Background: an optimization exercise with open tools, aiming at small area and a short achievable clock period. Do not read the settings as production practice.
Function was not checked in any run shown here: the RTL went through the layout flow alone.

<file path="design/flow/design.v">
module mac_fa(input a, input b, input c, output s, output co);
  assign s = a ^ b ^ c;
  assign co = (a & b) | (a & c) | (b & c);
endmodule
module mac_ha(input a, input b, output s, output co);
  assign s = a ^ b;
  assign co = a & b;
endmodule
module mac(A, B, C, D, clk, reset, Acc);
  input [7:0] A, B, C, D;
  input clk, reset;
  output [31:0] Acc;
  reg [31:0] R;
  reg [3:1] Cy;
  wire p_A0B0 = ~(A[0] & B[0]);
  wire p_A0B1 = ~(A[0] & B[1]);
  wire p_A0B2 = ~(A[0] & B[2]);
  wire p_A0B3 = ~(A[0] & B[3]);
  wire p_A0B4 = ~(A[0] & B[4]);
  wire p_A0B5 = ~(A[0] & B[5]);
  wire p_A0B6 = ~(A[0] & B[6]);
  wire p_A0B7 = ~(A[0] & B[7]);
  wire p_A1B0 = ~(A[1] & B[0]);
  wire p_A1B1 = ~(A[1] & B[1]);
  wire p_A1B2 = ~(A[1] & B[2]);
  wire p_A1B3 = ~(A[1] & B[3]);
  wire p_A1B4 = ~(A[1] & B[4]);
  wire p_A1B5 = ~(A[1] & B[5]);
  wire p_A1B6 = ~(A[1] & B[6]);
  wire p_A1B7 = ~(A[1] & B[7]);
  wire p_A2B0 = ~(A[2] & B[0]);
  wire p_A2B1 = ~(A[2] & B[1]);
  wire p_A2B2 = ~(A[2] & B[2]);
  wire p_A2B3 = ~(A[2] & B[3]);
  wire p_A2B4 = ~(A[2] & B[4]);
  wire p_A2B5 = ~(A[2] & B[5]);
  wire p_A2B6 = ~(A[2] & B[6]);
  wire p_A2B7 = ~(A[2] & B[7]);
  wire p_A3B0 = ~(A[3] & B[0]);
  wire p_A3B1 = ~(A[3] & B[1]);
  wire p_A3B2 = ~(A[3] & B[2]);
  wire p_A3B3 = ~(A[3] & B[3]);
  wire p_A3B4 = ~(A[3] & B[4]);
  wire p_A3B5 = ~(A[3] & B[5]);
  wire p_A3B6 = ~(A[3] & B[6]);
  wire p_A3B7 = ~(A[3] & B[7]);
  wire p_A4B0 = ~(A[4] & B[0]);
  wire p_A4B1 = ~(A[4] & B[1]);
  wire p_A4B2 = ~(A[4] & B[2]);
  wire p_A4B3 = ~(A[4] & B[3]);
  wire p_A4B4 = ~(A[4] & B[4]);
  wire p_A4B5 = ~(A[4] & B[5]);
  wire p_A4B6 = ~(A[4] & B[6]);
  wire p_A4B7 = ~(A[4] & B[7]);
  wire p_A5B0 = ~(A[5] & B[0]);
  wire p_A5B1 = ~(A[5] & B[1]);
  wire p_A5B2 = ~(A[5] & B[2]);
  wire p_A5B3 = ~(A[5] & B[3]);
  wire p_A5B4 = ~(A[5] & B[4]);
  wire p_A5B5 = ~(A[5] & B[5]);
  wire p_A5B6 = ~(A[5] & B[6]);
  wire p_A5B7 = ~(A[5] & B[7]);
  wire p_A6B0 = ~(A[6] & B[0]);
  wire p_A6B1 = ~(A[6] & B[1]);
  wire p_A6B2 = ~(A[6] & B[2]);
  wire p_A6B3 = ~(A[6] & B[3]);
  wire p_A6B4 = ~(A[6] & B[4]);
  wire p_A6B5 = ~(A[6] & B[5]);
  wire p_A6B6 = ~(A[6] & B[6]);
  wire p_A6B7 = ~(A[6] & B[7]);
  wire p_A7B0 = ~(A[7] & B[0]);
  wire p_A7B1 = ~(A[7] & B[1]);
  wire p_A7B2 = ~(A[7] & B[2]);
  wire p_A7B3 = ~(A[7] & B[3]);
  wire p_A7B4 = ~(A[7] & B[4]);
  wire p_A7B5 = ~(A[7] & B[5]);
  wire p_A7B6 = ~(A[7] & B[6]);
  wire p_A7B7 = ~(A[7] & B[7]);
  wire p_C0D0 = ~(C[0] & D[0]);
  wire p_C0D1 = ~(C[0] & D[1]);
  wire p_C0D2 = ~(C[0] & D[2]);
  wire p_C0D3 = ~(C[0] & D[3]);
  wire p_C0D4 = ~(C[0] & D[4]);
  wire p_C0D5 = ~(C[0] & D[5]);
  wire p_C0D6 = ~(C[0] & D[6]);
  wire p_C0D7 = ~(C[0] & D[7]);
  wire p_C1D0 = ~(C[1] & D[0]);
  wire p_C1D1 = ~(C[1] & D[1]);
  wire p_C1D2 = ~(C[1] & D[2]);
  wire p_C1D3 = ~(C[1] & D[3]);
  wire p_C1D4 = ~(C[1] & D[4]);
  wire p_C1D5 = ~(C[1] & D[5]);
  wire p_C1D6 = ~(C[1] & D[6]);
  wire p_C1D7 = ~(C[1] & D[7]);
  wire p_C2D0 = ~(C[2] & D[0]);
  wire p_C2D1 = ~(C[2] & D[1]);
  wire p_C2D2 = ~(C[2] & D[2]);
  wire p_C2D3 = ~(C[2] & D[3]);
  wire p_C2D4 = ~(C[2] & D[4]);
  wire p_C2D5 = ~(C[2] & D[5]);
  wire p_C2D6 = ~(C[2] & D[6]);
  wire p_C2D7 = ~(C[2] & D[7]);
  wire p_C3D0 = ~(C[3] & D[0]);
  wire p_C3D1 = ~(C[3] & D[1]);
  wire p_C3D2 = ~(C[3] & D[2]);
  wire p_C3D3 = ~(C[3] & D[3]);
  wire p_C3D4 = ~(C[3] & D[4]);
  wire p_C3D5 = ~(C[3] & D[5]);
  wire p_C3D6 = ~(C[3] & D[6]);
  wire p_C3D7 = ~(C[3] & D[7]);
  wire p_C4D0 = ~(C[4] & D[0]);
  wire p_C4D1 = ~(C[4] & D[1]);
  wire p_C4D2 = ~(C[4] & D[2]);
  wire p_C4D3 = ~(C[4] & D[3]);
  wire p_C4D4 = ~(C[4] & D[4]);
  wire p_C4D5 = ~(C[4] & D[5]);
  wire p_C4D6 = ~(C[4] & D[6]);
  wire p_C4D7 = ~(C[4] & D[7]);
  wire p_C5D0 = ~(C[5] & D[0]);
  wire p_C5D1 = ~(C[5] & D[1]);
  wire p_C5D2 = ~(C[5] & D[2]);
  wire p_C5D3 = ~(C[5] & D[3]);
  wire p_C5D4 = ~(C[5] & D[4]);
  wire p_C5D5 = ~(C[5] & D[5]);
  wire p_C5D6 = ~(C[5] & D[6]);
  wire p_C5D7 = ~(C[5] & D[7]);
  wire p_C6D0 = ~(C[6] & D[0]);
  wire p_C6D1 = ~(C[6] & D[1]);
  wire p_C6D2 = ~(C[6] & D[2]);
  wire p_C6D3 = ~(C[6] & D[3]);
  wire p_C6D4 = ~(C[6] & D[4]);
  wire p_C6D5 = ~(C[6] & D[5]);
  wire p_C6D6 = ~(C[6] & D[6]);
  wire p_C6D7 = ~(C[6] & D[7]);
  wire p_C7D0 = ~(C[7] & D[0]);
  wire p_C7D1 = ~(C[7] & D[1]);
  wire p_C7D2 = ~(C[7] & D[2]);
  wire p_C7D3 = ~(C[7] & D[3]);
  wire p_C7D4 = ~(C[7] & D[4]);
  wire p_C7D5 = ~(C[7] & D[5]);
  wire p_C7D6 = ~(C[7] & D[6]);
  wire p_C7D7 = ~(C[7] & D[7]);
  wire s1, c2;
  wire s3, c4;
  wire s5, c6;
  wire s7, c8;
  wire s9, c10;
  wire s11, c12;
  wire s13, c14;
  wire s15, c16;
  wire s17, c18;
  wire s19, c20;
  wire s21, c22;
  wire s23, c24;
  wire s25, c26;
  wire s27, c28;
  wire s29, c30;
  wire s31, c32;
  wire s33, c34;
  wire s35, c36;
  wire s37, c38;
  wire s39, c40;
  wire s41, c42;
  wire s43, c44;
  wire s45, c46;
  wire s47, c48;
  wire s49, c50;
  wire s51, c52;
  wire s53, c54;
  wire s55, c56;
  wire s57, c58;
  wire s59, c60;
  wire s61, c62;
  wire s63, c64;
  wire s65, c66;
  wire s67, c68;
  wire s69, c70;
  wire s71, c72;
  wire s73, c74;
  wire s75, c76;
  wire s77, c78;
  wire s79, c80;
  wire s81, c82;
  wire s83, c84;
  wire s85, c86;
  wire s87, c88;
  wire s89, c90;
  wire s91, c92;
  wire s93, c94;
  wire s95, c96;
  wire s97, c98;
  wire s99, c100;
  wire s101, c102;
  wire s103, c104;
  wire s105, c106;
  wire s107, c108;
  wire s109, c110;
  wire s111, c112;
  wire s113, c114;
  wire s115, c116;
  wire s117, c118;
  wire s119, c120;
  wire s121, c122;
  wire s123, c124;
  wire s125, c126;
  wire s127, c128;
  wire s129, c130;
  wire s131, c132;
  wire s133, c134;
  wire s135, c136;
  wire s137, c138;
  wire s139, c140;
  wire s141, c142;
  wire s143, c144;
  wire s145, c146;
  wire s147, c148;
  wire s149, c150;
  wire s151, c152;
  wire s153, c154;
  wire s155, c156;
  wire s157, c158;
  wire s159, c160;
  wire s161, c162;
  wire s163, c164;
  wire s165, c166;
  wire s167, c168;
  wire s169, c170;
  wire s171, c172;
  wire s173, c174;
  wire s175, c176;
  wire s177, c178;
  wire s179, c180;
  wire s181, c182;
  wire s183, c184;
  wire s185, c186;
  wire s187, c188;
  wire s189, c190;
  wire s191, c192;
  wire s193, c194;
  wire s195, c196;
  wire s197, c198;
  wire s199, c200;
  wire s201, c202;
  wire s203, c204;
  wire s205, c206;
  wire s207, c208;
  wire s209, c210;
  wire s211, c212;
  wire s213, c214;
  wire s215, c216;
  wire s217, c218;
  wire s219, c220;
  wire s221, c222;
  wire s223, c224;
  wire s225, c226;
  wire s227, c228;
  wire s229, c230;
  wire s231, c232;
  wire s233, c234;
  wire s235, c236;
  wire s237, c238;
  wire s239, c240;
  wire s241, c242;
  wire [31:0] x = {R[31], R[30], R[29], R[28], R[27], R[26], R[25], R[24], R[23], R[22], R[21], R[20], R[19], R[18], R[17], s241, ~s239, ~c232, ~s231, ~c208, ~c190, c168, s167, c114, c86, ~s83, ~s59, s41, s25, ~s11, ~s3, ~p_C0D0};
  wire [31:0] y = {1'b0, 1'b0, 1'b0, 1'b0, 1'b0, 1'b0, 1'b0, Cy[3], 1'b0, 1'b0, 1'b0, 1'b0, 1'b0, 1'b0, c242, ~c240, ~c238, ~s237, ~c222, ~s221, ~s207, ~s189, ~c142, ~s141, s113, s85, s61, ~s39, ~s23, s13, ~s5, s1};
  wire [31:0] cyv = {1'b0, 1'b0, 1'b0, 1'b0, 1'b0, 1'b0, 1'b0, Cy[3], 1'b0, 1'b0, 1'b0, 1'b0, 1'b0, 1'b0, 1'b0, Cy[2], 1'b0, 1'b0, 1'b0, 1'b0, 1'b0, 1'b0, 1'b0, Cy[1], 1'b0, 1'b0, 1'b0, 1'b0, 1'b0, 1'b0, 1'b0, 1'b0};
  mac_ha u_s1 (R[0], ~p_A0B0, s1, c2);
  mac_fa u_s3 (~R[1], p_A0B1, p_A1B0, s3, c4);
  mac_fa u_s5 (p_C0D1, p_C1D0, ~c2, s5, c6);
  mac_fa u_s7 (~R[2], p_A0B2, p_A1B1, s7, c8);
  mac_fa u_s9 (p_A2B0, p_C0D2, p_C1D1, s9, c10);
  mac_fa u_s11 (p_C2D0, c4, s7, s11, c12);
  mac_ha u_s13 (~s9, ~c6, s13, c14);
  mac_fa u_s15 (~R[3], p_A0B3, p_A1B2, s15, c16);
  mac_fa u_s17 (p_A2B1, p_A3B0, p_C0D3, s17, c18);
  mac_fa u_s19 (p_C1D2, p_C2D1, p_C3D0, s19, c20);
  mac_fa u_s21 (c8, c10, s15, s21, c22);
  mac_fa u_s23 (s17, s19, c12, s23, c24);
  mac_ha u_s25 (~s21, c14, s25, c26);
  mac_fa u_s27 (~R[4], p_A0B4, p_A1B3, s27, c28);
  mac_fa u_s29 (p_A2B2, p_A3B1, p_A4B0, s29, c30);
  mac_fa u_s31 (p_C0D4, p_C1D3, p_C2D2, s31, c32);
  mac_fa u_s33 (p_C3D1, p_C4D0, c16, s33, c34);
  mac_fa u_s35 (c18, c20, s27, s35, c36);
  mac_fa u_s37 (s29, s31, c22, s37, c38);
  mac_fa u_s39 (s33, s35, c24, s39, c40);
  mac_ha u_s41 (c26, ~s37, s41, c42);
  mac_fa u_s43 (~R[5], p_A0B5, p_A1B4, s43, c44);
  mac_fa u_s45 (p_A2B3, p_A3B2, p_A4B1, s45, c46);
  mac_fa u_s47 (p_A5B0, p_C0D5, p_C1D4, s47, c48);
  mac_fa u_s49 (p_C2D3, p_C3D2, p_C4D1, s49, c50);
  mac_fa u_s51 (p_C5D0, c28, c30, s51, c52);
  mac_fa u_s53 (c32, s43, s45, s53, c54);
  mac_fa u_s55 (s47, s49, c34, s55, c56);
  mac_fa u_s57 (c36, s51, s53, s57, c58);
  mac_fa u_s59 (c38, s55, s57, s59, c60);
  mac_ha u_s61 (c42, ~c40, s61, c62);
  mac_fa u_s63 (~R[6], p_A0B6, p_A1B5, s63, c64);
  mac_fa u_s65 (p_A2B4, p_A3B3, p_A4B2, s65, c66);
  mac_fa u_s67 (p_A5B1, p_A6B0, p_C0D6, s67, c68);
  mac_fa u_s69 (p_C1D5, p_C2D4, p_C3D3, s69, c70);
  mac_fa u_s71 (p_C4D2, p_C5D1, p_C6D0, s71, c72);
  mac_fa u_s73 (c44, c46, c48, s73, c74);
  mac_fa u_s75 (c50, s63, s65, s75, c76);
  mac_fa u_s77 (s67, s69, s71, s77, c78);
  mac_fa u_s79 (c52, c54, s73, s79, c80);
  mac_fa u_s81 (s75, s77, c56, s81, c82);
  mac_fa u_s83 (c58, s79, s81, s83, c84);
  mac_ha u_s85 (~c60, c62, s85, c86);
  mac_fa u_s87 (~R[7], p_A0B7, p_A1B6, s87, c88);
  mac_fa u_s89 (p_A2B5, p_A3B4, p_A4B3, s89, c90);
  mac_fa u_s91 (p_A5B2, p_A6B1, p_A7B0, s91, c92);
  mac_fa u_s93 (p_C0D7, p_C1D6, p_C2D5, s93, c94);
  mac_fa u_s95 (p_C3D4, p_C4D3, p_C5D2, s95, c96);
  mac_fa u_s97 (p_C6D1, p_C7D0, c64, s97, c98);
  mac_fa u_s99 (c66, c68, c70, s99, c100);
  mac_fa u_s101 (c72, s87, s89, s101, c102);
  mac_fa u_s103 (s91, s93, s95, s103, c104);
  mac_fa u_s105 (c74, c76, c78, s105, c106);
  mac_fa u_s107 (s97, s99, s101, s107, c108);
  mac_fa u_s109 (s103, c80, s105, s109, c110);
  mac_fa u_s111 (s107, c82, s109, s111, c112);
  mac_ha u_s113 (~c84, ~s111, s113, c114);
  mac_fa u_s115 (R[8], Cy[1], ~p_A1B7, s115, c116);
  mac_fa u_s117 (p_A2B6, p_A3B5, p_A4B4, s117, c118);
  mac_fa u_s119 (p_A5B3, p_A6B2, p_A7B1, s119, c120);
  mac_fa u_s121 (p_C1D7, p_C2D6, p_C3D5, s121, c122);
  mac_fa u_s123 (p_C4D4, p_C5D3, p_C6D2, s123, c124);
  mac_fa u_s125 (p_C7D1, c88, c90, s125, c126);
  mac_fa u_s127 (c92, c94, c96, s127, c128);
  mac_fa u_s129 (~s115, s117, s119, s129, c130);
  mac_fa u_s131 (s121, s123, c98, s131, c132);
  mac_fa u_s133 (c100, c102, c104, s133, c134);
  mac_fa u_s135 (s125, s127, s129, s135, c136);
  mac_fa u_s137 (c106, s131, c108, s137, c138);
  mac_fa u_s139 (s133, s135, c110, s139, c140);
  mac_fa u_s141 (s137, c112, s139, s141, c142);
  mac_fa u_s143 (~R[9], p_A2B7, p_A3B6, s143, c144);
  mac_fa u_s145 (p_A4B5, p_A5B4, p_A6B3, s145, c146);
  mac_fa u_s147 (p_A7B2, p_C2D7, p_C3D6, s147, c148);
  mac_fa u_s149 (p_C4D5, p_C5D4, p_C6D3, s149, c150);
  mac_fa u_s151 (p_C7D2, ~c116, c118, s151, c152);
  mac_fa u_s153 (c120, c122, c124, s153, c154);
  mac_fa u_s155 (s143, s145, s147, s155, c156);
  mac_fa u_s157 (s149, c126, c128, s157, c158);
  mac_fa u_s159 (c130, s151, s153, s159, c160);
  mac_fa u_s161 (s155, c132, c134, s161, c162);
  mac_fa u_s163 (s157, c136, s159, s163, c164);
  mac_fa u_s165 (c138, s161, s163, s165, c166);
  mac_ha u_s167 (~c140, ~s165, s167, c168);
  mac_fa u_s169 (~R[10], p_A3B7, p_A4B6, s169, c170);
  mac_fa u_s171 (p_A5B5, p_A6B4, p_A7B3, s171, c172);
  mac_fa u_s173 (p_C3D7, p_C4D6, p_C5D5, s173, c174);
  mac_fa u_s175 (p_C6D4, p_C7D3, c144, s175, c176);
  mac_fa u_s177 (c146, c148, c150, s177, c178);
  mac_fa u_s179 (s169, s171, s173, s179, c180);
  mac_fa u_s181 (c152, c154, c156, s181, c182);
  mac_fa u_s183 (s175, s177, s179, s183, c184);
  mac_fa u_s185 (c158, c160, s181, s185, c186);
  mac_fa u_s187 (s183, c162, c164, s187, c188);
  mac_fa u_s189 (s185, c166, s187, s189, c190);
  mac_fa u_s191 (~R[11], p_A4B7, p_A5B6, s191, c192);
  mac_fa u_s193 (p_A6B5, p_A7B4, p_C4D7, s193, c194);
  mac_fa u_s195 (p_C5D6, p_C6D5, p_C7D4, s195, c196);
  mac_fa u_s197 (c170, c172, c174, s197, c198);
  mac_fa u_s199 (s191, s193, s195, s199, c200);
  mac_fa u_s201 (c176, c178, c180, s201, c202);
  mac_fa u_s203 (s197, s199, c182, s203, c204);
  mac_fa u_s205 (c184, s201, c186, s205, c206);
  mac_fa u_s207 (s203, c188, s205, s207, c208);
  mac_fa u_s209 (~R[12], p_A5B7, p_A6B6, s209, c210);
  mac_fa u_s211 (p_A7B5, p_C5D7, p_C6D6, s211, c212);
  mac_fa u_s213 (p_C7D5, c192, c194, s213, c214);
  mac_fa u_s215 (c196, s209, s211, s215, c216);
  mac_fa u_s217 (c198, c200, s213, s217, c218);
  mac_fa u_s219 (s215, c202, s217, s219, c220);
  mac_fa u_s221 (c204, s219, c206, s221, c222);
  mac_fa u_s223 (~R[13], p_A6B7, p_A7B6, s223, c224);
  mac_fa u_s225 (p_C6D7, p_C7D6, c210, s225, c226);
  mac_fa u_s227 (c212, s223, c214, s227, c228);
  mac_fa u_s229 (c216, s225, c218, s229, c230);
  mac_fa u_s231 (s227, c220, s229, s231, c232);
  mac_fa u_s233 (~R[14], p_A7B7, p_C7D7, s233, c234);
  mac_fa u_s235 (c224, s233, c226, s235, c236);
  mac_fa u_s237 (c228, s235, c230, s237, c238);
  mac_fa u_s239 (~R[15], c234, c236, s239, c240);
  mac_ha u_s241 (R[16], Cy[2], s241, c242);
  wire [8:0] blk0 = x[7:0] + y[7:0];
  wire [8:0] blk1 = x[15:8] + y[15:8];
  wire [8:0] blk2 = x[23:16] + y[23:16];
  wire [8:0] blk3 = x[31:24] + y[31:24];
  assign Acc = R + cyv;
  always @(posedge clk, negedge reset)
    if (reset == 0) begin
      R <= 0;
      Cy <= 0;
    end else begin
      R <= {blk3[7:0], blk2[7:0], blk1[7:0], blk0[7:0]};
      Cy <= {blk2[8], blk1[8], blk0[8]};
    end
endmodule
</file>
<file path="design/flow/flow/run.sh">
#!/bin/bash
# Standard ORFS flow (the standard.sh), with the port buffers made of
# sky130_fd_sc_hd__buf_2 instead of buffer_ports' default cell.
set -o pipefail
export BUFFER_PORTS_ARGS="-buffer_cell sky130_fd_sc_hd__buf_2"
bash standard.sh finish 2>&1 | tee standard_flow.log
</file>
<file path="design/flow/standard.sh">
#!/bin/bash
# synth_recipe.tcl (not shown) runs the flow's synth.tcl, then flattens the netlist and writes it again
# the make line also repeats each setting of config.mk as NAME=value (left out here)
make -C /OpenROAD-flow-scripts/flow DESIGN_CONFIG=/design/flow/config.mk WORK_HOME=/design/flow/orfs CLKGATE_MAP_FILE= SYNTH_SCRIPT=/design/flow/synth_recipe.tcl "${@:-finish}"
</file>
<file path="design/flow/config.mk">
export PLATFORM = sky130hd
export DESIGN_NAME = mac
export DESIGN_NICKNAME = mac
export VERILOG_FILES = /design/flow/design.v
export SDC_FILE = /design/flow/constraint.sdc
export NUM_CORES = 4
export LEC_CHECK = 0
export CAP_MARGIN = 20
export CORE_MARGIN = 2
export CORE_UTILIZATION = 40
export SLEW_MARGIN = 20
export SYNTH_HIERARCHICAL = 1
</file>
<file path="design/flow/constraint.sdc">
create_clock -name core_clock -period 6.5 [get_ports {clk}]
set_input_delay 1.3000 -clock core_clock [delete_from_list [all_inputs] [get_ports {clk}]]
set_output_delay 1.3000 -clock core_clock [all_outputs]
set_load 0.01 [all_outputs]
</file>
==> results of run 1 <==
area by class of cell:
type / instances / area, sq um
multi-input combinational: 414 / 4130
tap: 176 / 220
clock inverter: 1 / 5.00
sequential: 35 / 876
inverter: 55 / 206
fill: 1296 / 7320
timing repair buffer: 68 / 348
clock buffer: 6 / 139
modules after synthesis (local to each module, per instance):
module	flip-flops and latches	cells inside	area [sq um]
mac	35	427	3050
mac_fa	0	1	20.0
mac_ha	0	1	12.5
state kept, by name, summed over array words and instances (netlist names):
name,cells
R,32
Cy,3
worst reg2reg max path, delay by kind of cell, from the launching register on:
kind	cells	cell delay, ns
buffers and inverters	2	0.12
adders and majority gates	8	3.44
and+or+nand+nor	1	0.10
xor gates and xnor gates	1	0.16
DFF	1	0.37
AOI/OAI and AO/OA	3	0.67
cell families after synthesis:
logic type / after synthesis
and+or+nand+nor: 193
adders and majority gates: 147
buffers and inverters: 99
xor gates and xnor gates: 45
DFF: 35
AOI/OAI and AO/OA: 29
synth_stat cells:
master	number
buf_2	1
nor3_2	2
a21o_1	4
a21oi_1	13
nor2_1	19
ha_1	32
o41ai_4	1
xor2_1	18
clkbuf_1	33
nand4_1	6
nand2b_1	3
a211oi_1	1
a31oi_1	3
inv_2	1
o21bai_1	2
dfrtp_1	35
and2_1	3
o21ai_0	1
nor3_1	5
nand2_1	139
inv_1	54
o31a_1	1
o31ai_2	1
o31ai_1	1
fa_1	115
or2_2	2
buf_1	2
buf_4	8
a41oi_4	1
or2b_1	1
xnor2_1	27
nand3_1	9
and3_1	4
path summary, 6_finish.rpt:
check / startpoint / to / cells past startpoint
max: A[5] / R[14]$_DFF_PN0_ / 16
min in group asynchronous: reset / R[4]$_DFF_PN0_ / 1
min: R[31]$_DFF_PN0_ / R[31]$_DFF_PN0_ / 1
min reg2reg: R[31]$_DFF_PN0_ / R[31]$_DFF_PN0_ / 1
max in group asynchronous: reset / R[12]$_DFF_PN0_ / 1
max reg2reg: R[5]$_DFF_PN0_ / R[14]$_DFF_PN0_ / 15
routing by layer:
layer,vias to the layer above,GRT usage [%]
met5,-,0
met4,0,2.69
met3,15,2.92
met2,120,30.9
met1,1886,24.3
li1,1718,-
metrics by stage:
stage / util (%)
2_1_floorplan: -
3_3_place_gp: 43.6
3_5_place_dp: 43.6
4_1_cts: 44.7
5_1_grt: 44.7
6_report: 44.7
==> results list, run 1 <==
- Cell repeated most along the worst path: fa_1
- For this run, the number of Yosys warnings is 7.
* Clock sink total: 35
- In the final layout, the share of cells above drive strength 1 is 14.3%.
- STA puts the critical path data arrival time at 6.00 ns.
- TritonCTS built the clock tree.
* Kind of launch point of the worst setup path: input port
- Vias per Instance: 4.95
- Portion of synthesized cell area occupied by the leading cell type: 42.6%
- In this run the cell area measured after placement is 0.00578 sq mm.
* Total via count after detailed routing: 3739
* Critical Path End Type: flip-flop
- Post-route design area: 0.00592 sq mm
- Met1 layer wirelength in the final routing: 4880 um
- Top post-synthesis cells by area: fa_1, dfrtp_1, nand2_1
- The H-tree was split into 2 levels.
- Worst path buffer plus inverter count: 2
- Area enclosed by the die boundary: 0.0145 sq mm
* DP Cell Count: 748
* Top-level port count: 66
- Number of cell rows: 42
- After synthesis, the netlist uses 33 different library cells.
- Post-synthesis instance total: 548
- Input/output buffers: 65
- Synthesized net count: 729
- For the pin with the worst max-slew slack, the measured transition is 0.801 ns.
- Leading cell type in the layout, fill and taps excluded: nand2_1
- After synthesis the netlist holds a flip-flop and latch count of 35.
- Most frequent cells in the layout: nand2_1, fa_1, buf_2, inv_1, dfrtp_1
- Met3 layer wire length in the routed design: 758 um
* Delay contributed by the slowest stage of the critical path: 0.52 ns
- Routability-driven placement congestion ratio: 0.928
* Largest net degree at the start of global routing: 36
- Wire length per cell after detailed routing: 15.7 um
- Summing the areas of all and, or, nand and nor instances in the mapped netlist gives 14.9% of the synthesized area.
* Adder and majority cell fraction of the synthesized area: 50.0%
- Clock tree skew after final layout: 0.00307 ns
- Critical Path, Cell by Cell: buf_2 -> nand2_1 -> fa_1 -> fa_1 -> fa_1 -> fa_1 -> fa_1 -> fa_1 -> inv_1 -> ha_1 -> fa_1 -> a21o_1 -> a21oi_1 -> nor2_1 -> a211oi_1 -> xnor2_1
* Gr usage total: 17.8%
- Xor-xnor portion of the synthesized cell area: 7.29%
* Library cell with the largest summed area after synthesis: fa_1
- For this design, the CTS-stage hold fixing added 0 buffers.
- For this configuration, the core starts out at a cell density of 40.8%.
- Die Width: 120 um
- DP Worst Slack: 0.399 ns
* Via count of the first global-routing pass: 4139
- Clock insertion delay at the later pin of the skew report: 0.28 ns
- Wire length of the first global-routing pass: 20300 um
- Worst R2R Setup Slack: 1.59 ns
- Sequential-to-total area share from yosys stat: 16.2%
* Overflow after GRT: 0
* Maximum clock rate: 172 MHz
- Clock-pin slew was measured on the worst setup and hold paths at 0.05 ns.
* Clock Path Buffers: 2
- The number of clock buffers added by TritonCTS is 5.
- The cell sitting at the root of the clock tree is a clkbuf_16.
* Data required, critical path: 6.69 ns
- Final period utilization: 89.3%
- The detail route stage leaves a number of antenna-violating nets equal to 0.
- For this run, design rule violations remaining after detail routing come to 0.
- The detailed router finished its first iteration with 185 violations.
* CP Max Fanout: 8
* Post-cts resize count: 0
- Post-synthesis instance area: 0.00540 sq mm
* Worst slew margin relative to its limit: 46.6%
- The initial antenna violation count came to 0.
- From synthesis to final layout, the design area changed by 9.54%.
- Min Clock Period, post-route: 5.80 ns
- The path class of the tightest hold or removal check is flip-flop to flip-flop.
- The max-slew violation total from the final report came to 0.
- Final number of setup-violating endpoints: 0
* Worst Hold Margin: 0.485 ns
* Average cell area after synthesis: 9.86 sq um
- Broken down by cell family, the worst path's largest delay share belongs to adder cells.
* Outcome: timing/DRC/antenna clean
- Once layout is complete, the cells apart from fillers number 755.
* Post-CTS setup buffer count: 0
- Half-perimeter wire length of the detailed placement result: 10300 um
- Summed over all nets, wire length on met2 after detailed routing comes to 6060 um.
- For the final routed database, the setup TNS stands at 0 ns.
- The repair_antennas step left the layout with diodes totalling 0.
- By area, the combinational part of the netlist is dominated by adder cells.
* Final WL: 11800 um
- Fraction of synthesized area in multiplexers: 0%
- Type of the setup path with the least slack: input port to flip-flop
- Across all setup checks in the final design, the least slack found is 0.696 ns.
- The slowest stage of the critical path is the fa_1 cell.
* Final hold violations: 0
- Count of TritonRoute iterations in the first routing pass: 4
- Number of nets in the layout: 760
- Across the run, the number of max-cap violations was 0.
- The detailed router used layers up to and including met4.
* Die Span Y: 120 um
- Setup repair after global routing left no endpoint under its margin.
- Compound-gate portion of the synthesized area: 4.17%
- Core area: 0.0132 sq mm
==> run 2, diff against run 1 <==
--- a/design/flow/design.v
+++ b/design/flow/design.v
@@ -11,7 +11,6 @@
   input clk, reset;
   output [31:0] Acc;
   reg [31:0] R;
-  reg [3:1] Cy;
   wire p_A0B0 = ~(A[0] & B[0]);
   wire p_A0B1 = ~(A[0] & B[1]);
   wire p_A0B2 = ~(A[0] & B[2]);
@@ -260,10 +259,8 @@
   wire s235, c236;
   wire s237, c238;
   wire s239, c240;
-  wire s241, c242;
-  wire [31:0] x = {R[31], R[30], R[29], R[28], R[27], R[26], R[25], R[24], R[23], R[22], R[21], R[20], R[19], R[18], R[17], s241, ~s239, ~c232, ~s231, ~c208, ~c190, c168, s167, c114, c86, ~s83, ~s59, s41, s25, ~s11, ~s3, ~p_C0D0};
-  wire [31:0] y = {1'b0, 1'b0, 1'b0, 1'b0, 1'b0, 1'b0, 1'b0, Cy[3], 1'b0, 1'b0, 1'b0, 1'b0, 1'b0, 1'b0, c242, ~c240, ~c238, ~s237, ~c222, ~s221, ~s207, ~s189, ~c142, ~s141, s113, s85, s61, ~s39, ~s23, s13, ~s5, s1};
-  wire [31:0] cyv = {1'b0, 1'b0, 1'b0, 1'b0, 1'b0, 1'b0, 1'b0, Cy[3], 1'b0, 1'b0, 1'b0, 1'b0, 1'b0, 1'b0, 1'b0, Cy[2], 1'b0, 1'b0, 1'b0, 1'b0, 1'b0, 1'b0, 1'b0, Cy[1], 1'b0, 1'b0, 1'b0, 1'b0, 1'b0, 1'b0, 1'b0, 1'b0};
+  wire [31:0] x = {R[31], R[30], R[29], R[28], R[27], R[26], R[25], R[24], R[23], R[22], R[21], R[20], R[19], R[18], R[17], R[16], ~s239, ~c232, ~s231, ~c208, ~s207, c168, ~s165, c114, c86, ~s83, ~s59, s41, s25, ~s11, ~s3, ~p_C0D0};
+  wire [31:0] y = {1'b0, 1'b0, 1'b0, 1'b0, 1'b0, 1'b0, 1'b0, 1'b0, 1'b0, 1'b0, 1'b0, 1'b0, 1'b0, 1'b0, 1'b0, ~c240, ~c238, ~s237, ~c222, ~s221, ~c190, ~s189, s167, s141, s113, s85, s61, ~s39, ~s23, s13, ~s5, s1};
   mac_ha u_s1 (R[0], ~p_A0B0, s1, c2);
   mac_fa u_s3 (~R[1], p_A0B1, p_A1B0, s3, c4);
   mac_fa u_s5 (p_C0D1, p_C1D0, ~c2, s5, c6);
@@ -321,33 +318,33 @@
   mac_fa u_s109 (s103, c80, s105, s109, c110);
   mac_fa u_s111 (s107, c82, s109, s111, c112);
   mac_ha u_s113 (~c84, ~s111, s113, c114);
-  mac_fa u_s115 (R[8], Cy[1], ~p_A1B7, s115, c116);
-  mac_fa u_s117 (p_A2B6, p_A3B5, p_A4B4, s117, c118);
-  mac_fa u_s119 (p_A5B3, p_A6B2, p_A7B1, s119, c120);
-  mac_fa u_s121 (p_C1D7, p_C2D6, p_C3D5, s121, c122);
-  mac_fa u_s123 (p_C4D4, p_C5D3, p_C6D2, s123, c124);
-  mac_fa u_s125 (p_C7D1, c88, c90, s125, c126);
-  mac_fa u_s127 (c92, c94, c96, s127, c128);
-  mac_fa u_s129 (~s115, s117, s119, s129, c130);
-  mac_fa u_s131 (s121, s123, c98, s131, c132);
-  mac_fa u_s133 (c100, c102, c104, s133, c134);
-  mac_fa u_s135 (s125, s127, s129, s135, c136);
-  mac_fa u_s137 (c106, s131, c108, s137, c138);
-  mac_fa u_s139 (s133, s135, c110, s139, c140);
-  mac_fa u_s141 (s137, c112, s139, s141, c142);
+  mac_fa u_s115 (~R[8], p_A1B7, p_A2B6, s115, c116);
+  mac_fa u_s117 (p_A3B5, p_A4B4, p_A5B3, s117, c118);
+  mac_fa u_s119 (p_A6B2, p_A7B1, p_C1D7, s119, c120);
+  mac_fa u_s121 (p_C2D6, p_C3D5, p_C4D4, s121, c122);
+  mac_fa u_s123 (p_C5D3, p_C6D2, p_C7D1, s123, c124);
+  mac_fa u_s125 (c88, c90, c92, s125, c126);
+  mac_fa u_s127 (c94, c96, s115, s127, c128);
+  mac_fa u_s129 (s117, s119, s121, s129, c130);
+  mac_fa u_s131 (s123, c98, c100, s131, c132);
+  mac_fa u_s133 (c102, c104, s125, s133, c134);
+  mac_fa u_s135 (s127, s129, c106, s135, c136);
+  mac_fa u_s137 (s131, c108, s133, s137, c138);
+  mac_fa u_s139 (c110, s135, s137, s139, c140);
+  mac_ha u_s141 (~c112, ~s139, s141, c142);
   mac_fa u_s143 (~R[9], p_A2B7, p_A3B6, s143, c144);
   mac_fa u_s145 (p_A4B5, p_A5B4, p_A6B3, s145, c146);
   mac_fa u_s147 (p_A7B2, p_C2D7, p_C3D6, s147, c148);
   mac_fa u_s149 (p_C4D5, p_C5D4, p_C6D3, s149, c150);
-  mac_fa u_s151 (p_C7D2, ~c116, c118, s151, c152);
+  mac_fa u_s151 (p_C7D2, c116, c118, s151, c152);
   mac_fa u_s153 (c120, c122, c124, s153, c154);
   mac_fa u_s155 (s143, s145, s147, s155, c156);
   mac_fa u_s157 (s149, c126, c128, s157, c158);
   mac_fa u_s159 (c130, s151, s153, s159, c160);
   mac_fa u_s161 (s155, c132, c134, s161, c162);
-  mac_fa u_s163 (s157, c136, s159, s163, c164);
+  mac_fa u_s163 (s157, s159, c136, s163, c164);
   mac_fa u_s165 (c138, s161, s163, s165, c166);
-  mac_ha u_s167 (~c140, ~s165, s167, c168);
+  mac_ha u_s167 (~c140, c142, s167, c168);
   mac_fa u_s169 (~R[10], p_A3B7, p_A4B6, s169, c170);
   mac_fa u_s171 (p_A5B5, p_A6B4, p_A7B3, s171, c172);
   mac_fa u_s173 (p_C3D7, p_C4D6, p_C5D5, s173, c174);
@@ -357,8 +354,8 @@
   mac_fa u_s181 (c152, c154, c156, s181, c182);
   mac_fa u_s183 (s175, s177, s179, s183, c184);
   mac_fa u_s185 (c158, c160, s181, s185, c186);
-  mac_fa u_s187 (s183, c162, c164, s187, c188);
-  mac_fa u_s189 (s185, c166, s187, s189, c190);
+  mac_fa u_s187 (s183, c162, s185, s187, c188);
+  mac_fa u_s189 (c164, s187, c166, s189, c190);
   mac_fa u_s191 (~R[11], p_A4B7, p_A5B6, s191, c192);
   mac_fa u_s193 (p_A6B5, p_A7B4, p_C4D7, s193, c194);
   mac_fa u_s195 (p_C5D6, p_C6D5, p_C7D4, s195, c196);
@@ -384,18 +381,12 @@
   mac_fa u_s235 (c224, s233, c226, s235, c236);
   mac_fa u_s237 (c228, s235, c230, s237, c238);
   mac_fa u_s239 (~R[15], c234, c236, s239, c240);
-  mac_ha u_s241 (R[16], Cy[2], s241, c242);
-  wire [8:0] blk0 = x[7:0] + y[7:0];
-  wire [8:0] blk1 = x[15:8] + y[15:8];
-  wire [8:0] blk2 = x[23:16] + y[23:16];
-  wire [8:0] blk3 = x[31:24] + y[31:24];
-  assign Acc = R + cyv;
+  wire [32:0] blk0 = x[31:0] + y[31:0];
+  assign Acc = R;
   always @(posedge clk, negedge reset)
     if (reset == 0) begin
       R <= 0;
-      Cy <= 0;
     end else begin
-      R <= {blk3[7:0], blk2[7:0], blk1[7:0], blk0[7:0]};
-      Cy <= {blk2[8], blk1[8], blk0[8]};
+      R <= {blk0[31:0]};
     end
 endmodule
==> results list, run 2 <==
* Outcome: timing/DRC/antenna clean
- Setup repair after global routing left no endpoint under its margin.
- Leading cell type in the layout, fill and taps excluded: nand2_1
* Async SR Flop Fraction: 100%
- Number of nets in the layout: 777
* Primary FF master, synth: dfrtp_1
- Most frequent cells in the layout: nand2_1, fa_1, buf_2, inv_1, dfrtp_1
- Critical Path End Type: flip-flop
* Final hold violations: 0
* Max reg flops: 32
- CTS Root Buffer Type: clkbuf_16
- Post-synthesis instance area: 0.00525 sq mm
- Clock tree synthesis found a total of 32 sinks.
- At the later pin of the worst-skew pair, clock insertion delay measures 0.28 ns.
- The largest registers in the layout are R (32).
* Clock tree skew after final layout: 0.00767 ns
- The routed design has 13100 um of wire.
- The HPWL after detailed placement is 11400 um.
* Count of maximum capacitance violations: 0
- By area, the combinational part of the netlist is dominated by adder cells.
* Die Width: 119 um
- Broken down by cell family, the worst path's largest delay share belongs to adder cells.
- The first global-routing pass estimated 21500 um of wire.
* Setup TNS Final: 0 ns
- Portion of synthesized cell area occupied by the leading cell type: 42.7%
- Dividing the detail-routed via count by the number of cells gives 5.21.
- Static timing analysis puts the maximum clock frequency at 163 MHz.
- Library cell with the largest summed area after synthesis: fa_1
* Delay contributed by the slowest stage of the critical path: 0.55 ns
* Largest net degree at the start of global routing: 33
- Synthesis-to-layout area growth: 12.7%
- ANT nets after route: 0
- In the post-synthesis netlist, the biggest area contributors are fa_1, dfrtp_1, nand2_1.
* Sequential-to-total area share from yosys stat: 15.2%
- Min Clock Period, post-route: 6.13 ns
* Type of the setup path with the least slack: input port to flip-flop
* Routability-driven placement congestion ratio: 0.954
- Distinct cells, synth: 51
* Number of enable-type register cells in the synthesized netlist: 0
- DP Worst Slack: 0.0886 ns
- Worst path buffer plus inverter count: 3
- Remaining design rule violation count: 0
- Via count of the first global-routing pass: 4237
- Critical Path, Cell by Cell: buf_2 -> nand2_1 -> fa_1 -> fa_1 -> fa_1 -> fa_1 -> fa_1 -> fa_1 -> fa_1 -> inv_1 -> ha_1 -> and4_1 -> inv_1 -> or4_4 -> a21oi_2 -> o21ai_1 -> xnor2_1
- TritonCTS built the clock tree.
- Antenna violations before repair: 0
* Cell with the most instances after synthesis: nand2_1
* Final period utilization: 94.3%
- Max-slew violation count: 0
- Count of TritonRoute iterations in the first routing pass: 6
- Compound-gate portion of the synthesized area: 8.58%
- The number of hold buffers added after CTS was 0.
- The worst hold path belongs to the class flip-flop to flip-flop.
- Top-level port count: 66
* Iteration-0 DRC count of the detailed router: 313
- Counting stages on the worst path, the most repeated cell is fa_1.
- Synth Area in Simple Gates: 15.9%
- The number of nets handed over by synthesis was 723.
- In the final routed layout, each cell accounts on average for 16.8 um.
- Kind of launch point of the worst setup path: input port
- Xor-xnor portion of the synthesized cell area: 4.34%
* Share of the core filled with cells in the final layout: 46.5%
- Depth of the CTS H-tree: 2
- Post-cts resize count: 0
* Clock Path Buffers: 2
- Final number of setup-violating endpoints: 0
- During synthesis, Yosys emitted a total of 7 warnings.
- Initial core utilization: 41.3%
* Area enclosed by the die boundary: 0.0141 sq mm
- Gr usage total: 19.4%
- The total overflow left after global routing is 0.
- The post-route netlist has 17.0% of its cells at a drive strength greater than 1.
* Number of cell rows: 41
- Measured against its own limit, the worst slew margin works out to 49.4%.
- The number of clock buffers added by TritonCTS is 5.
* Critical Path AT: 6.28 ns
- Fraction of synthesized area in multiplexers: 0%
- Setup slack closes at 0.370 ns.
- In this run the post-CTS setup repair buffer count came out at 0.
* Adder and majority cell fraction of the synthesized area: 48.9%
- Data required, critical path: 6.65 ns
- In this run the tool buffered the top-level ports with 65 buffer cells.
- Slew of the pin with the lowest slew margin: 0.759 ns
- 0 antenna diodes ended up in the layout.
- Synthesis produced a netlist whose cell count is 551.
- The slowest stage of the critical path is the or4_4 cell.
- The detailed router placed 4054 vias in this run.
* Synthesis-stage register bit count: 32
- The region available for standard cell placement spans 0.0127 sq mm.
- Clock edge transition at the registers on the reported setup and hold paths: 0.05 ns
* Average cell area after synthesis: 9.53 sq um
- In this run the worst path has a maximum fanout of 8.
- Most frequent cells after synthesis: nand2_1, fa_1, inv_1
* Die Span Y: 119 um
- Register name with the most flops: R
==> run 2: cell count changes after synthesis, moves of 5 or more <==
cell / before / now
o21ai_0: 1 / 11
a21oi_1: 13 / 19
o22ai_1: 0 / 5
nor2_1: 19 / 14
buf_4: 8 / 2
nand3_1: 9 / 4
nand2_1: 139 / 150
ha_1: 32 / 26
xnor2_1: 27 / 10
==> run 2: metrics by stage <==
| stage | std cells | area, sq um | hold WS, ns |
|---|---|---|---|
| finish | 778 | 5920 | 0.483 |
| global route | 778 | 5920 | 0.494 |
| CTS | 778 | 5920 | 0.495 |
| detailed placement | 770 | 5770 | 0.488 |
| global placement | 770 | 5770 | 0.483 |
| floorplan | 551 | 5250 | 0.504 |
==> run 2: final timing paths <==
check                                  end       startpoint  cells after the start  slack [ns]
max                        R[18]$_DFF_PN0_             A[0]                     17        0.37
min                        R[31]$_DFF_PN0_  R[31]$_DFF_PN0_                      1        0.48
max reg2reg                R[18]$_DFF_PN0_   R[6]$_DFF_PN0_                     16        1.23
min in group asynchronous   R[3]$_DFF_PN0_            reset                      1        1.09
min reg2reg                R[31]$_DFF_PN0_  R[31]$_DFF_PN0_                      1        0.48
max in group asynchronous  R[28]$_DFF_PN0_            reset                      1        4.92
==> run 2: area by class of cell <==
| cell class | instances | area [sq um] |
|---|---|---|
| Tap cell | 172 | 215 |
| Fill cell | 1279 | 6800 |
| Sequential cell | 32 | 801 |
| Inverter | 53 | 199 |
| Timing Repair Buffer | 85 | 475 |
| Multi-Input combinational cell | 428 | 4080 |
| Clock buffer | 6 | 139 |
| Clock inverter | 2 | 10.0 |
==> run 2: cells by family (layout without fill, tap and decap cells) <==
group,after synthesis,in the layout
XOR/XNOR,26,26
buffers and inverters,91,146
flip-flops,32,32
AND/OR/NAND/NOR,197,197
AO/OA/AOI/OAI,67,67
adder cells (fa/ha/maj),138,138
==> run 2: Yosys stat by module (local to each module, per instance) <==
module | cell area, sq um | flip-flops and latches | copies in the design | cells
mac_ha | 12.5 | 0 | 9 | 1
mac_fa | 20.0 | 0 | 111 | 1
mac | 2920 | 32 | 1 | 431
==> run 2: routing by layer <==
| metal | up-vias | track usage (%) | routed length (um) | part of all wire (%) |
|---|---|---|---|---|
| met4 | 0 | 3.57 | 226 | 1.7 |
| li1 | 1837 | - | - | - |
| met1 | 2042 | 28.5 | 5820 | 44 |
| met2 | 157 | 30.4 | 6240 | 48 |
| met5 | - | 0 | 0 | 0 |
| met3 | 18 | 3.43 | 793 | 6.1 |

## what the ideal ports hide
Ports are ideal in the flow. The routed layouts listed here were re-timed in OpenROAD.
Step 1 assumes that a clkbuf_16 drives the clock port and a buf_2 every other input.
Step 2 adds t to the input delays and takes it off the output delays; t is the mean of the earliest and latest rising clock arrival at the registers after step 1. Input paths then give back, and output paths get back, about the clock's delay inside the block.
a / b / c = no drivers / after step 1 / after step 2; a / b = the first two.
| run | shift t [ns] | setup slack, ns | hold WS [ns] | latest minus earliest clock arrival (ns) | worst data-port slew with drivers (ns) |
|---|---|---|---|---|---|
| run 1 | 0.307 | 0.696 / 0.706 / 0.398 | 0.485 / 0.485 / 0.485 | 0.003 / 0.003 | 0.04 |
| run 2 | 0.309 | 0.370 / 0.384 / 0.075 | 0.483 / 0.483 / 0.483 | 0.007 / 0.008 | 0.04 |
After both steps every run listed still meets setup and hold. For run 1, which loses most, drivers alone change the setup slack by +0.010 ns; drivers and shift together by -0.298 ns.
